Context: an optimization exercise on an open-source flow, tuned for small area. The choices shown serve that exercise and are no tape-out recipe.
In this exercise RTL edits were held to simulation tests only and were not proved equivalent to the original.
No activity file was given, so power comes from the tool's default toggle rates.

### flow/config.mk
export PLATFORM = sky130hd
export DESIGN_NAME = MainProgram
export DESIGN_NICKNAME = MainProgram
export VERILOG_FILES = /design/flow/design.v
export SDC_FILE = /design/flow/constraint.sdc
export NUM_CORES = 4
export LEC_CHECK = 0
export CAP_MARGIN = 20
export CORE_MARGIN = 2
export CORE_UTILIZATION = 40
export SLEW_MARGIN = 20
### flow/constraint.sdc
create_clock -name core_clock -period 10.0 [get_ports {clk}]
set_input_delay 2.0000 -clock core_clock [delete_from_list [all_inputs] [get_ports {clk}]]
set_output_delay 2.0000 -clock core_clock [all_outputs]
set_load 0.01 [all_outputs]
### flow/design.v
`timescale 1ns / 1ps
module ClockDivider #(parameter n = 16384) (input clk,
input rst,
output reg clk_out,
output rise
);  
    reg [31:0] counter;
    always @ (posedge clk, posedge rst) begin
        if (rst == 1'b1)
            counter <= 32'b0;
        else if (counter == n-1)
            counter <= 32'b0;
        else
            counter <= counter + 1;  
    end
    always @ (posedge clk, posedge rst) begin
        if (rst)
            clk_out <= 0;
        else if (counter == n-1)
            clk_out <= ~clk_out;
    end
    assign rise = (counter == n-1) & ~clk_out;
endmodule
`timescale 1ns / 1ps
module counter_MOD_N #(parameter x = 3,parameter  n = 5) (input clk, rst, ce, clr, enable, load,
 input[x-1:0] data,
  output reg [x-1:0] count
  );
  always @(posedge clk, posedge rst) begin
    if (rst)  
        count <= 0;
    else if (ce) begin
      if (load) 
        count <= data;
      else if (clr)
        count <= 0;
      else if (enable & count == n-1)  
        count <= 0;
      else if (enable) 
        count <= count + 1;    
    end
  end
endmodule
`timescale 1ns / 1ps
module counter_modN_updown #(parameter x = 3,parameter  n = 5) (input clk, reset, up, down, load,
 input[x-1:0] data,
 output reg [x-1:0] count
);
  always @(posedge clk, posedge reset) begin
    if (reset)   
         count <= 0;
    else if (load)  
    	  count <= data;
    else if (up & count == n-1)  
        count <= 0;
    else if (down & count == 0)  
        count <= n-1;
    else if (up) 
       count <= count + 1;  
    else if (down)
        count <= count - 1;  
  end
endmodule
`timescale 1ns / 1ps
module clock_counter(input clk, reset, enable, load_out,
input [5:0] time_mins, 
input [4:0] time_hrs, 
output [3:0] sec_units, min_units, hour_units, 
output [2:0] sec_tens, min_tens, 
output [1:0] hour_tens);
    wire clk_out, tick;
    ClockDivider #(16384) ck(clk, reset, clk_out, tick);
    wire c_sec_units  = enable;
    wire c_sec_tens   = enable & sec_units == 9;
    wire c_min_units  = c_sec_tens & sec_tens == 5;
    wire c_min_tens   = c_min_units & min_units == 9;
    wire c_hour_units = c_min_tens & min_tens == 5;
    wire c_hour_tens  = c_hour_units & hour_units == 9;
    wire ResetCounter = c_hour_units & hour_units == 3 & hour_tens == 2;
    wire [5:0] load_min_units = time_mins % 10;
    wire [5:0] load_min_tens  = time_mins / 10;
    wire [4:0] load_hr_units  = time_hrs % 10;
    wire [4:0] load_hr_tens   = time_hrs / 10;
      counter_MOD_N  #(4, 10) sec_mod_10(clk, reset, tick, 1'b0, c_sec_units, 1'b0, 4'd0, sec_units);
      counter_MOD_N  #(3, 6) sec_mod_6(clk, reset, tick, 1'b0, c_sec_tens, 1'b0, 3'd0, sec_tens);    
      counter_MOD_N  #(4, 10) min_mod_10(clk, reset, tick, 1'b0, c_min_units, load_out, load_min_units[3:0], min_units);
      counter_MOD_N  #(3, 6) min_mod_6(clk, reset, tick, 1'b0, c_min_tens, load_out, load_min_tens[2:0], min_tens);
      counter_MOD_N  #(4, 10) hour_mod_10(clk, reset, tick, ResetCounter, c_hour_units, load_out, load_hr_units[3:0], hour_units);
      counter_MOD_N  #(2, 3) hour_mod_6(clk, reset, tick, ResetCounter, c_hour_tens, load_out, load_hr_tens[1:0], hour_tens);
endmodule
`timescale 1ns / 1ps
module Debouncer(input clk, reset, in, output out);
    reg q1,q2,q3;
    always@(posedge clk, posedge reset) begin
        if(reset == 1'b1) begin
            q1 <= 0;
            q2 <= 0;
            q3 <= 0;
        end
        else begin
            q1 <= in;
            q2 <= q1;
            q3 <= q2;
        end
    end
    assign out = (reset) ? 0:q1&q2&q3;
endmodule
`timescale 1ns / 1ps
module Synchronizer(input clk, reset, SIG, output reg SIG1);
    reg META;
    always@(posedge clk, posedge reset) begin
         if(reset == 1'b1) begin
            META <= 0;
            SIG1 <= 0;
         end
         else begin
             META <= SIG;
             SIG1 <= META;
         end
    end
endmodule
`timescale 1ns / 1ps
module rise_edge_det(input clk, rst, w, output z);
  reg[1:0] state, nextState;
  parameter[1:0] A = 2'b00, B = 2'b01, C = 2'b10;
  always @(w or state)
    case(state)
      A: if (w==0) nextState = A;
          else nextState = B;
      B: if (w==0) nextState = A;
          else nextState = C;
      C: if (w==0) nextState = A;
          else nextState = C;
      default: nextState = A;
  endcase
  always @ (posedge clk or posedge rst) begin
    if(rst) state <= A;
    else state <= nextState;
  end
  assign z = (state == B);
endmodule
`timescale 1ns / 1ps
module PushBTN(input clk,
input rst,
input in,
output out
);
    wire deb;
    wire sync;
    Debouncer d(clk, rst, in, deb);
    Synchronizer s(clk, rst, deb, sync);
    rise_edge_det rise(clk, rst, sync, out);  
endmodule
`timescale 1ns / 1ps
module rise_edge_det_ext #(parameter n = 32768) (input clk, rst, in, output reg out);
    reg[1:0] shiftReg;
    reg[31:0] count;
    always @(posedge clk) begin
        if (rst) begin 
        shiftReg <= 0;
        count <= 0;
        out <= 0;
        end
	else begin 
	shiftReg <= (shiftReg << 1) + in;
        if (count == n - 1) begin
           count <= 0;
           out <= 0;
          end
            else count <= count + 1;
            if (shiftReg == 1) begin
            count <= 0;
            out <= 1;
            end
        end
    end    
endmodule
`timescale 1ns / 1ps
module Clock_Alarm_Times( input clk, rst, en, input[4:0] buttons, 
                     input[4:0] in_time_hours, in_alarm_hours, input[5:0] in_time_minutes, in_alarm_minutes,
                     output[3:0] adj_min_units, adj_hr_units, output[2:0] adj_min_tens, adj_hr_tens, output[1:0] adj_status,
                     output[4:0] out_time_hours, out_alarm_hours, output[5:0] out_time_minutes, out_alarm_minutes, output reg[3:0] led);   
    wire[5:0] clk_time[1:0], alarm_time[1:0];  
    reg[5:0] adj_time[1:0];
    reg[2:0] state, nextstate;
    parameter[2:0] Initial = 3'b000, TimeHours = 3'b001, TimeMin = 3'b010, AlarmHours = 3'b011, AlarmMin = 3'b100;
    integer i;
    always @(*) begin
    led = 4'b0000;
    case(state)
            Initial: nextstate = TimeHours;
            TimeHours:
                begin
                led = 4'b1000; 
                if(buttons[2]) nextstate = TimeMin;  
                else if(buttons[1]) nextstate = AlarmMin;  
                else nextstate = TimeHours;  
                end   
            TimeMin:
                begin
                led = 4'b0100; 
                if(buttons[2]) nextstate = AlarmHours;  
                else if(buttons[1]) nextstate = TimeHours;  
                else nextstate = TimeMin;  
                end
            AlarmHours:
                begin
                led = 4'b0010;
                if(buttons[2]) nextstate = AlarmMin;  
                else if(buttons[1]) nextstate = TimeMin;  
                else nextstate = AlarmHours;  
                end
            AlarmMin:
                begin
                led = 4'b0001;
                if(buttons[2]) nextstate = TimeHours;  
                else if(buttons[1]) nextstate = AlarmHours;  
                else nextstate = AlarmMin;  
                end
            default: nextstate = TimeHours;
        endcase
       if (state == AlarmHours || state == AlarmMin) 
            for (i = 0; i < 2; i = i + 1)
                adj_time[i] = alarm_time[i];
        else
            for (i = 0; i < 2; i = i + 1)
                adj_time[i] = clk_time[i];
    end
    always @(posedge clk, posedge rst) begin
        if(rst) state <= Initial;
        else if(buttons[0]) state <= Initial;
        else state <= nextstate;    
    end
    counter_modN_updown #(6, 60) time_min_mod_10(clk, rst, (state == TimeMin && buttons[3]==1), (state == TimeMin && buttons[4]==1), 
                                              (state == Initial), in_time_minutes , clk_time[0]);
    counter_modN_updown #(5, 24) time_hour_mod_10(clk, rst, (state == TimeHours && buttons[3]==1), (state == TimeHours  && buttons[4]==1),
                                               (state == Initial), in_time_hours, clk_time[1][4:0]);
    assign clk_time[1][5] = 1'b0;
    counter_modN_updown #(6, 60) alarm_min_mod_10(clk, rst, (state == AlarmMin && buttons[3]==1), (state == AlarmMin && buttons[4]==1), 
                                               (state == Initial), in_alarm_minutes, alarm_time[0]);
    counter_modN_updown #(5, 24) alarm_hour_mod_10(clk, rst, (state == AlarmHours  && buttons[3]==1), (state == AlarmHours  && buttons[4]==1),
                                                (state == Initial), in_alarm_hours, alarm_time[1][4:0]);
    assign alarm_time[1][5] = 1'b0;
    wire[5:0] min_units = adj_time[0] % 10;
    wire[5:0] min_tens = adj_time[0] / 10;
    wire[5:0] hr_units = adj_time[1] % 10;
    wire[5:0] hr_tens = adj_time[1] / 10;
    assign adj_min_units = min_units[3:0];
    assign adj_min_tens = min_tens[2:0];
    assign adj_hr_units = hr_units[3:0];
    assign adj_hr_tens = hr_tens[2:0];
    assign out_time_hours = clk_time[1][4:0];
    assign out_time_minutes = clk_time[0];
    assign out_alarm_hours = alarm_time[1][4:0];
    assign out_alarm_minutes = alarm_time[0];
    assign adj_status = {(in_alarm_hours != out_alarm_hours || in_alarm_minutes != out_alarm_minutes), 
                       (in_time_hours != out_time_hours || in_time_minutes != out_time_minutes)};
endmodule
`timescale 1ns / 1ps
module SevSegDisplay(input current_mode,
input[3:0] numbers,
input[1:0] sw,
input clk_sec,
input enable,
output reg[0:6] segment, 
output reg[3:0] anodes, 
output reg decimal_point);  
    always @ (*) begin
    if(!enable) begin  
        anodes = 4'b1111;  
        decimal_point  = 1;
    end else if (sw == 2'b00) begin
        anodes = 4'b1110;
        decimal_point  = 1;
    end else if (sw == 2'b01) begin 
        anodes = 4'b1101;
        decimal_point  = 1;
    end else if (sw == 2'b10) begin
        anodes = 4'b1011;
        decimal_point = current_mode ? 1: clk_sec;  
    end else begin
        anodes = 4'b0111;
        decimal_point  = 1;
    end
case(numbers)
    0: segment = 7'b0000001;  
    1: segment = 7'b1001111;  
    2: segment = 7'b0010010;  
    3: segment = 7'b0000110;  
    4: segment = 7'b1001100;  
    5: segment = 7'b0100100;  
    6: segment = 7'b0100000;  
    7: segment = 7'b0001111;  
    8: segment = 7'b0000000;  
    9: segment = 7'b0000100;  
    default: segment = 7'b0000001;  
endcase
end
endmodule
`timescale 1ns / 1ps
module buzzer(input clk,
input rst,
input enable, 
output reg sound);
    parameter clock_divider_frequency = 32768/440/2;
    reg [11:0] buzzing;
    always @(posedge clk) begin
    if (rst) buzzing <= 0;
    else buzzing <= buzzing + 1;
    end
    reg [14:0] basic_counter;
    always @(posedge clk)
    begin
  if (rst) basic_counter <= 0;
  else if (basic_counter == 0) basic_counter <= (buzzing[11] ? clock_divider_frequency - 1 : clock_divider_frequency / 2-1);
    else basic_counter <= basic_counter - 1;
end
    always @(posedge clk) begin
        if (rst) sound <= 0;
        else if (!enable) sound <= 0;
        else if (basic_counter == 0) sound <= ~sound;
    end
endmodule
`timescale 1ns / 1ps
module MainProgram(input clk, rst, enable,
input[4:0] buttons_input,
output[0:6] segment,
output[3:0] anodes,
output reg led_mode,
output seg_dec_point,
output [3:0] led,
output sound);
    reg[3:0] numbers;
    reg[4:0] alarm_hrs, clockLoadHours;
    reg[5:0] alarm_minutes, clockLoadMins;
    reg current_mode, nextMode, alarm_flag;  
    wire[4:0] adjustedAlarm_hrs, adjustedTime_hrs, BTN_OUT; 
    wire[5:0] adjustedAlarm_mins, adjustedTime_mins;
    wire[1:0] adj, sw;
    wire clk_out, clk_sec, load_out, sec_rise, mux_rise;
    wire[3:0] led_adjust;
    wire[3:0] clk_time[3:0], adj_time[3:0];
    wire[3:0] seconds_time[1:0];
    reg[3:0] min_display[3:0];
    generate for (genvar i = 0; i < 5; i = i + 1) begin : g_btn
        PushBTN btn(clk, rst, buttons_input[i], BTN_OUT[i]);  
    end
    endgenerate
    ClockDivider #(16384) Clock_Divider(clk, rst, clk_sec, sec_rise);
    clock_counter clockCounter(clk, rst, enable, load_out, clockLoadMins, clockLoadHours, seconds_time[0], clk_time[0], clk_time[2], seconds_time[1][2:0], clk_time[1][2:0], clk_time[3][1:0]);
    assign seconds_time[1][3] = 1'b0;
    assign clk_time[1][3] = 1'b0;
    assign clk_time[3][3:2] = 2'b00;
    wire[7:0] clk_hrs = clk_time[3] * 10 + clk_time[2];
    wire[7:0] clk_mins = clk_time[1] * 10 + clk_time[0];
    Clock_Alarm_Times alarm_times(clk, rst, enable, BTN_OUT,
    clk_hrs[4:0], alarm_hrs, 
    clk_mins[5:0], alarm_minutes, 
    adj_time[0], adj_time[2], adj_time[1][2:0], adj_time[3][2:0],
    adj, adjustedTime_hrs, adjustedAlarm_hrs, adjustedTime_mins, adjustedAlarm_mins, led_adjust);
    assign adj_time[1][3] = 1'b0;
    assign adj_time[3][3] = 1'b0;
    SevSegDisplay Seven_Segment(current_mode, numbers, sw, clk_sec, enable, segment, anodes, seg_dec_point);
    ClockDivider #(82) clockDiv(clk, rst, clk_out, mux_rise);
    counter_MOD_N  #(2, 4) counter_mod_N(clk, rst, mux_rise, 1'b0, enable, 1'b0, 2'b00, sw);
    integer k;
    always @(*) begin
    if (current_mode == 1) begin  
    for (k = 0; k < 4; k = k + 1)
        min_display[k] = adj_time[k];  
    end
    else begin  
    for(k = 0; k < 4; k = k + 1)
        min_display[k] = clk_time[k];  
    end
    end
    always @(posedge clk) begin
    numbers <= min_display[sw];  
    end
    always @(posedge clk) begin
    if (rst) begin
    current_mode <= 0;
    alarm_hrs <= 0;
    alarm_minutes <= 0;              
    end
    else begin
    current_mode <= nextMode;  
    if(BTN_OUT[0]) begin
    if(current_mode == 1) begin
    if(adj[0]) 
        {clockLoadMins, clockLoadHours} <= {adjustedTime_mins, adjustedTime_hrs};
    if(adj[1])            
        {alarm_minutes, alarm_hrs} <= {adjustedAlarm_mins, adjustedAlarm_hrs};
     end
     end        
     end
     end
    always @(*) begin
        case(BTN_OUT[0])
            0: nextMode = current_mode;
            1: nextMode = ~current_mode;
            default: nextMode = current_mode;  
        endcase
    end
    rise_edge_det_ext #(32768) ris(clk, rst, BTN_OUT[0] & current_mode & adj[0], load_out);  
    always @(posedge clk) begin
        if (rst) alarm_flag <= 0;
        else if (BTN_OUT != 0) alarm_flag <= 0;
        else if (current_mode == 0 && clk_mins == {2'b00, alarm_minutes} && clk_hrs == {3'b000, alarm_hrs} && {seconds_time[0], seconds_time[1]} == 0)
        alarm_flag <= 1;    
        else if(current_mode == 1)
            alarm_flag <= 0;
    end
    always @(posedge clk) begin
        if (rst)
            led_mode <= 0;
        else if (sec_rise) begin
        if(alarm_flag == 1)
            led_mode <= ~led_mode;
        else if (current_mode == 0)
            led_mode <= 0;
        else if (current_mode == 1)
            led_mode <= 1;
        end
    end
    buzzer buzzer_b(clk, rst, (alarm_flag  ? led_mode : 0), sound);
    assign led = (current_mode == 0) ? 0 : led_adjust;
endmodule
### flow/run.sh
#!/bin/bash
# synth_recipe.tcl (not shown) runs the flow's synth.tcl, then flattens the netlist and writes it again
# the make line also repeats each setting of config.mk as NAME=value (left out here)
make -C /OpenROAD-flow-scripts/flow DESIGN_CONFIG=/design/flow/config.mk WORK_HOME=/design/flow/orfs CLKGATE_MAP_FILE= SYNTH_SCRIPT=/design/flow/synth_recipe.tcl finish
==> flow_summary.ini <==
[setup_path]
arrival_ns = 3.55
critPathKind = in -> out
ff2ff_setup_slack_ns = 5.19
worstPathMaxFanout = 10
worstSetupEndpoint = seg_dec_point
r2r_start = alarm_times.state[2]
rr_endpoint = segment[3]
required_ns = 8.00
r2r_cells = 14
critPathLaunch = enable
cp-end-kind = output port
startpoint_type = input port

[timing]
setup_viol = 0
period_share_pct = 55.5
clock_skew_ns = 0.0207
tightest_slew_ns = 0.991
slew_viol_final = 0
setup_ws_ns = 4.45
fmaxAchievable_mhz = 180
rsz0062_at_grt = false
finalSetupTns_ns = 0
min_period_ns = 5.55
hold_violations = 0
slew_headroom_pct = 33.8

[floorplanning]
core_area_mm2 = 0.0366
io_pins = 26
die_area_mm2 = 0.0387
fp-row-count = 70
die-height_um = 197
die_w_um = 197
start_util_pct = 40.6

[global_route]
grt_pass1_wl_um = 54600
grt_pass1_vias = 10900
grt_use_total_pct = 17.1
grt_max_degree = 84
antenna_found_initial = 0
grt_overflow_total = 0

[clock_network]
clock_sinks = 276
cts_repair_resize_count = 0
clk_latency_ns = 0.58
cts-root-buf = clkbuf_16
cts_tree = yes
clkTransAtPathRegs_ns = 0.06
post_cts.repair.setup_buffers = 0
clk_path_buf_depth = 3
cts-hold-fix-buffers = 0
cts_made_buffers = 31
htreeDepth = 1

[logic_synthesis]
syn-num-nets = 1673
async_reset_ff_share_pct = 65.6
syn_area_per_cell_um2 = 9.39
synth-seq-cells = 276
synth_area_mm2 = 0.0149
netlist_instances = 1583
yosysWarnings = 21
ys_seq_area_share_pct = 44.0
ys.flop_type = dfrtp_1
yosysUniqueCellTypes = 86
synth_edf_count = 11

[power_and_ir_drop]
p_leak_nw = 7.00
vdd_ir_drop_max_v = 0.000135
p_per_area_mw_per_mm2 = 205

[place]
dp_cells = 2032
postPlaceCellArea_mm2 = 0.0156
port-buffer-count = 25
dp_slack_ns = 4.46
routabilityCongestion = 0.862
dp_hpwl_um = 22600

[drt]
drt_wl_total_um = 32200
drc = 0
firstDrtPassIters = 7
wl_per_cell_um = 15.4
drt_iter0_markers = 743
dr_total_vias = 11200
ant_nets = 0
viasPerCell = 5.37

[finish]
layout_commonest_cell = nor2_1
layout_common_cells = nor2_1 (188), dfrtp_1 (181), nand2_1 (141)
fin_cells = 2088
nets = 1687
fin_area_mm2 = 0.0166
final_util_pct = 45.4
drive_gt1_share_pct = 5.19
n_antenna_cell = 0
syn2layout_area_growth_pct = 11.7

[job]
cap_viol_max_count = 0

[worst_hold_path]
min_path_type = reg -> reg
hold_depth = 0

[run_status]
status = timing/DRC/antenna clean
[kinds of logic (layout without fill, tap and decap cells)]
family	after synthesis	in the layout	synth area share [%]
flip-flops	276	276	44.0
XOR/XNOR	201	201	11.8
multiplexers	11	11	0.766
adder cells (fa/ha/maj)	83	83	7.27
AO/OA/AOI/OAI	267	267	11.8
buffers and inverters	103	140	2.75
AND/OR/NAND/NOR	642	642	21.6
[registers in the layout, summed over array words and instances, names as in the netlist, 6 cells and up]
name / count
clockCounter.ck.counter: 32
alarm_minutes: 6
buzzer_b.basic_counter: 15
buzzer_b.buzzing: 12
segment: 7
Clock_Divider.counter: 32
g_btn.btn.rise.state: 10
alarm_times.alarm_min_mod_10.count: 6
clockDiv.counter: 32
clockLoadMins: 6
ris.count: 32
alarm_times.time_min_mod_10.count: 6
[cell type report]
class	count	area, um^2
fillers	3501	20000
multi-input cells	1204	7940
flip-flops and latches	276	6540
clock buffers	46	893
well taps	468	586
repair buffers	33	310
inverters	51	199
clock inverters	10	139
[synthesized netlist by cell type (all sizes together), types with 5 or more instances]
master	instances	share of area (%)
a211oi	13	0.76
a221o	5	0.34
nor4	30	1.3
dfrtp	181	30
ha	76	6.4
clkbuf	44	1.1
a32oi	5	0.29
nand2b	15	0.63
a31oi	13	0.55
xor2	92	5.4
nand4	27	1.1
inv	50	1.3
o21a	6	0.30
o22ai	8	0.34
o21ai	54	1.8
or2	8	0.34
nor4b	5	0.29
nor2b	19	0.85
or3	13	0.55
and2	18	0.76
edfxtp	11	2.2
nand2	141	3.6
xnor2	109	6.4
and4	15	0.88
nor2	189	4.8
mux2i	8	0.54
and3	26	1.1
nor3b	13	0.66
dfxtp	84	11
a21oi	93	3.2
o221ai	6	0.40
o2111ai	6	0.40
a21o	17	0.86
nor3	31	1.1
buf	8	0.35
nand3	71	2.4
fa	6	0.81
[power breakdown]
part	switching, mW	total, mW	internal, mW
clock	0.457	1.15	0.693
combinational	0.506	0.888	0.382
sequential	0.159	1.36	1.20
total	1.12	3.40	2.27
[metal layers]
layer  up-vias  GRT usage (%)  part of all wire (%)
met4         0           6.32                   3.5
met1      5346           23.3                    48
met2       217           27.2                    44
li1       5588              -                     -
met5         -              0                     0
met3        71           3.01                   4.5
[worst min path at each step]
| stage | startpoint | to | slack, ns |
|---|---|---|---|
| finish | g_btn[2].btn.s.META | g_btn[2].btn.s.SIG1 | 0.34 |
| global route | g_btn[1].btn.s.META | g_btn[1].btn.s.SIG1 | 0.36 |
| CTS | g_btn[2].btn.s.META | g_btn[2].btn.s.SIG1 | 0.35 |
| detailed placement | g_btn[2].btn.s.META | g_btn[2].btn.s.SIG1 | 0.34 |
| global placement | g_btn[2].btn.s.META | g_btn[2].btn.s.SIG1 | 0.34 |
| floorplan | g_btn[0].btn.s.META | g_btn[0].btn.s.SIG1 | 0.33 |
[critical path: stages]
cell,delay [ns]
clkdlybuf4s50_1,0.68
nor4b_1,0.31
nand2_1,0.08
clkdlybuf4s50_1,0.48
[per-stage QoR]
step,hold slack (ns),total power [mW]
after floorplan,0.331,2.04
after global routing,0.358,3.60
after detailed placement,0.336,2.25
final,0.343,3.40
after global placement,0.336,2.23
after CTS,0.351,3.42

what the ideal ports hide:
Ports are ideal in the flow. The routed layout listed here was re-timed in OpenROAD. Step 1: set_driving_cell puts a clkbuf_16 on clk and a buf_2 on each other input, an assumption about the parent block. Step 2 moves the port delays by t, midway between the first and last clock arrival at a register: inputs arrive t later, outputs are due t later. That takes back most of the time a late clock gives input paths. a / b / c = ideal / step 1 / step 2; a / b = the first two.
shift t [ns]: 0.624
setup slack, ns: 4.449 / 4.366 / 4.366
latest minus earliest clock arrival (ns): 0.021 / 0.020
After both steps this run still meets setup and hold. For this run, drivers alone change the setup slack by -0.083 ns; drivers and shift together by -0.083 ns.
